This design comes from an exercise in tuning for small area and a short achievable clock period on the open sky130 flow, not from production work. Function was checked by simulation only, so behaviour that the tests miss may differ from the original.

Setup of amber:
==> flow/design.v (excerpt) <==
module cordic (
    input  wire        clk,
    input  wire        rst,
    input  wire        valid_i,
    input  wire signed [16:0] x_i,
    input  wire signed [16:0] y_i,
    output wire        valid_o,
    output wire signed [16:0] x_o,
    output wire signed [16:0] y_o
    );
    reg [15:0] vp;
    always @(posedge clk)
        if (rst) vp <= 16'd0;
        else     vp <= {vp[14:0], valid_i};
    assign valid_o = vp[15];
    wire [16:0] ax, ay;
    assign ax = x_i[16] ? -x_i : x_i;
    assign ay = y_i[16] ? -y_i : y_i;
    reg [16:0] rx_a, ry_a;
    reg rd_a;
    always @(posedge clk) begin rx_a <= ax; ry_a <= ay; rd_a <= |y_i[15:0]; end
    wire [16:0] x0, y0, xs0, ys0, nx0, ny0;
    wire d0;
    assign x0 = rx_a; assign y0 = ry_a;
    assign d0 = rd_a;
    assign xs0 = x0;
    assign ys0 = y0;
    wire [16:0] nx0_b = ys0 ^ {17{1'b0}};
    wire [16:0] nx0_s;
    wire [17:0] nx0_s_p, nx0_s_g;
    assign nx0_s_g[0] = 1'b0;
    assign nx0_s_p[0] = 1'b0;
    assign nx0_s_p[1] = x0[0] ^ nx0_b[0];
    assign nx0_s_g[1] = x0[0] & nx0_b[0];
    assign nx0_s_p[2] = x0[1] ^ nx0_b[1];
    assign nx0_s_g[2] = x0[1] & nx0_b[1];
    assign nx0_s_p[3] = x0[2] ^ nx0_b[2];
    assign nx0_s_g[3] = x0[2] & nx0_b[2];
    assign nx0_s_p[4] = x0[3] ^ nx0_b[3];
    assign nx0_s_g[4] = x0[3] & nx0_b[3];
    assign nx0_s_p[5] = x0[4] ^ nx0_b[4];
    assign nx0_s_g[5] = x0[4] & nx0_b[4];
    assign nx0_s_p[6] = x0[5] ^ nx0_b[5];
    assign nx0_s_g[6] = x0[5] & nx0_b[5];
    assign nx0_s_p[7] = x0[6] ^ nx0_b[6];
    assign nx0_s_g[7] = x0[6] & nx0_b[6];
    assign nx0_s_p[8] = x0[7] ^ nx0_b[7];
    assign nx0_s_g[8] = x0[7] & nx0_b[7];
    assign nx0_s_p[9] = x0[8] ^ nx0_b[8];
    assign nx0_s_g[9] = x0[8] & nx0_b[8];
    assign nx0_s_p[10] = x0[9] ^ nx0_b[9];
    assign nx0_s_g[10] = x0[9] & nx0_b[9];
    assign nx0_s_p[11] = x0[10] ^ nx0_b[10];
    assign nx0_s_g[11] = x0[10] & nx0_b[10];
    assign nx0_s_p[12] = x0[11] ^ nx0_b[11];
  ...
Size in the first run: roughly 3400 cells after synthesis, about 580 flip-flops.
make LEC_CHECK=0 CAP_MARGIN=20 CORE_MARGIN=2 CORE_UTILIZATION=40 SETUP_SLACK_MARGIN=1.5 SLEW_MARGIN=20 finish   # period 4.6 ns
run.sh (not shown) runs the stock make flow with config.mk's settings and CLKGATE_MAP_FILE= SYNTH_SCRIPT=/design/flow/synth_recipe.tcl, a recipe that flattens the netlist after the stock synthesis.
amber: PASS, flow complete, no timing, DRC or antenna violations
Relative to amber, the following input files were edited for juniper:
- setting CTS_BUF_LIST to sky130_fd_sc_hd__clkbuf_4 sky130_fd_sc_hd__clkbuf_8 for the first time
- changing CORE_UTILIZATION from 40 to 55
Notes after the runs:
- From amber to juniper the numbers moved as follows: die footprint now smaller, wire length of the first global-routing pass rose 4.1%.
- Changes observed in juniper relative to amber: time the final worst path needs with I/O delays and setup went up; first-iteration DRC count has increased; share of post-route cells with drive strength above 1 went up 2.9 points.


== rev 12 ==
cordic, a different RTL version from the one above (not shown whole).
For scale: ~6,000 cells after synthesis, roughly 580 flip-flops, about 72 I/O pins.
clock: 4.6 ns
lec_check: 0
abc_area: 1
cap_margin: 20
core_margin: 2
core_utilization: 40
setup_slack_margin: 1.5
slew_margin: 20
standard.sh (not shown) runs the stock make flow with config.mk's settings and CLKGATE_MAP_FILE= SYNTH_SCRIPT=/design/flow/synth_recipe.tcl, a recipe that flattens the netlist after the stock synthesis.
==> flow/flow/run.sh <==
#!/bin/bash
# The standard layout (standard.sh: ORFS from synthesis to the final layout), with one change:
# ADDER_MAP_FILE is empty, so ORFS's synthesis skips Yosys's full/half adder extraction and abc maps
# the adders' logic like the rest. Everything else, including the registers, is the standard flow.
set -euo pipefail
cd "$(dirname "$0")/.."
export ADDER_MAP_FILE=
bash standard.sh > standard.log 2>&1
Looking at the reports, rev 12 completed the entire flow and the layout it produced met the timing, design-rule and antenna checks.
Input changes introduced in rev 13 (baseline for comparison: rev 12):
Settings: a change of SETUP_SLACK_MARGIN from 1.5 to 2.0; an added CTS_CLUSTER_SIZE of 30; an added CTS_CLUSTER_DIAMETER of 150.
## What came out
Comparing rev 13 against rev 12, there is no change at all in xor and xnor area share after synthesis. Sort rev 12 and rev 13 by worst-case hold slack, descending, and rev 13 comes first. The setup slack of rev 13 is larger than that of rev 12. Diff rev 12 -> rev 13: wire length after detailed routing moved down; fraction of layout cells with a size suffix above 1 moved down; design area moved down; final cell count moved down.

[what the ideal ports hide]
The flow's constraints put no driver on any port. The routed layouts listed below were extracted and timed again, unchanged, in two steps. Step 1, drivers: a clkbuf_16 drives clk and a buf_2 each remaining input, both assumed. Step 2, shift: input delay + t, output delay - t, t = (earliest + latest rising clock arrival at the registers) / 2. This alone moves slack from input paths to output paths. a / b / c = ideal / step 1 / step 2; a / b = the first two.
| run | t (ns) | setup slack, ns | hold WS [ns] | worst setup path at the end |
|---|---|---|---|---|
| amber | 0.663 | 1.323 / 1.323 / 1.323 | 0.436 / 0.436 / 0.436 | register to register |
| juniper | 0.730 | 1.267 / 1.267 / 1.267 | 0.434 / 0.434 / 0.434 | register to register |
| rev 12 | 0.710 | 1.938 / 1.938 / 1.278 | 0.400 / 0.400 / 0.400 | input to register |
| rev 13 | 0.647 | 2.176 / 2.113 / 1.631 | 0.409 / 0.409 / 0.409 | input to register |
After both steps setup and hold are still met in every run listed. The setup slack of rev 12, which loses most, moves by 0.000 ns with the drivers and by -0.660 ns with both steps.
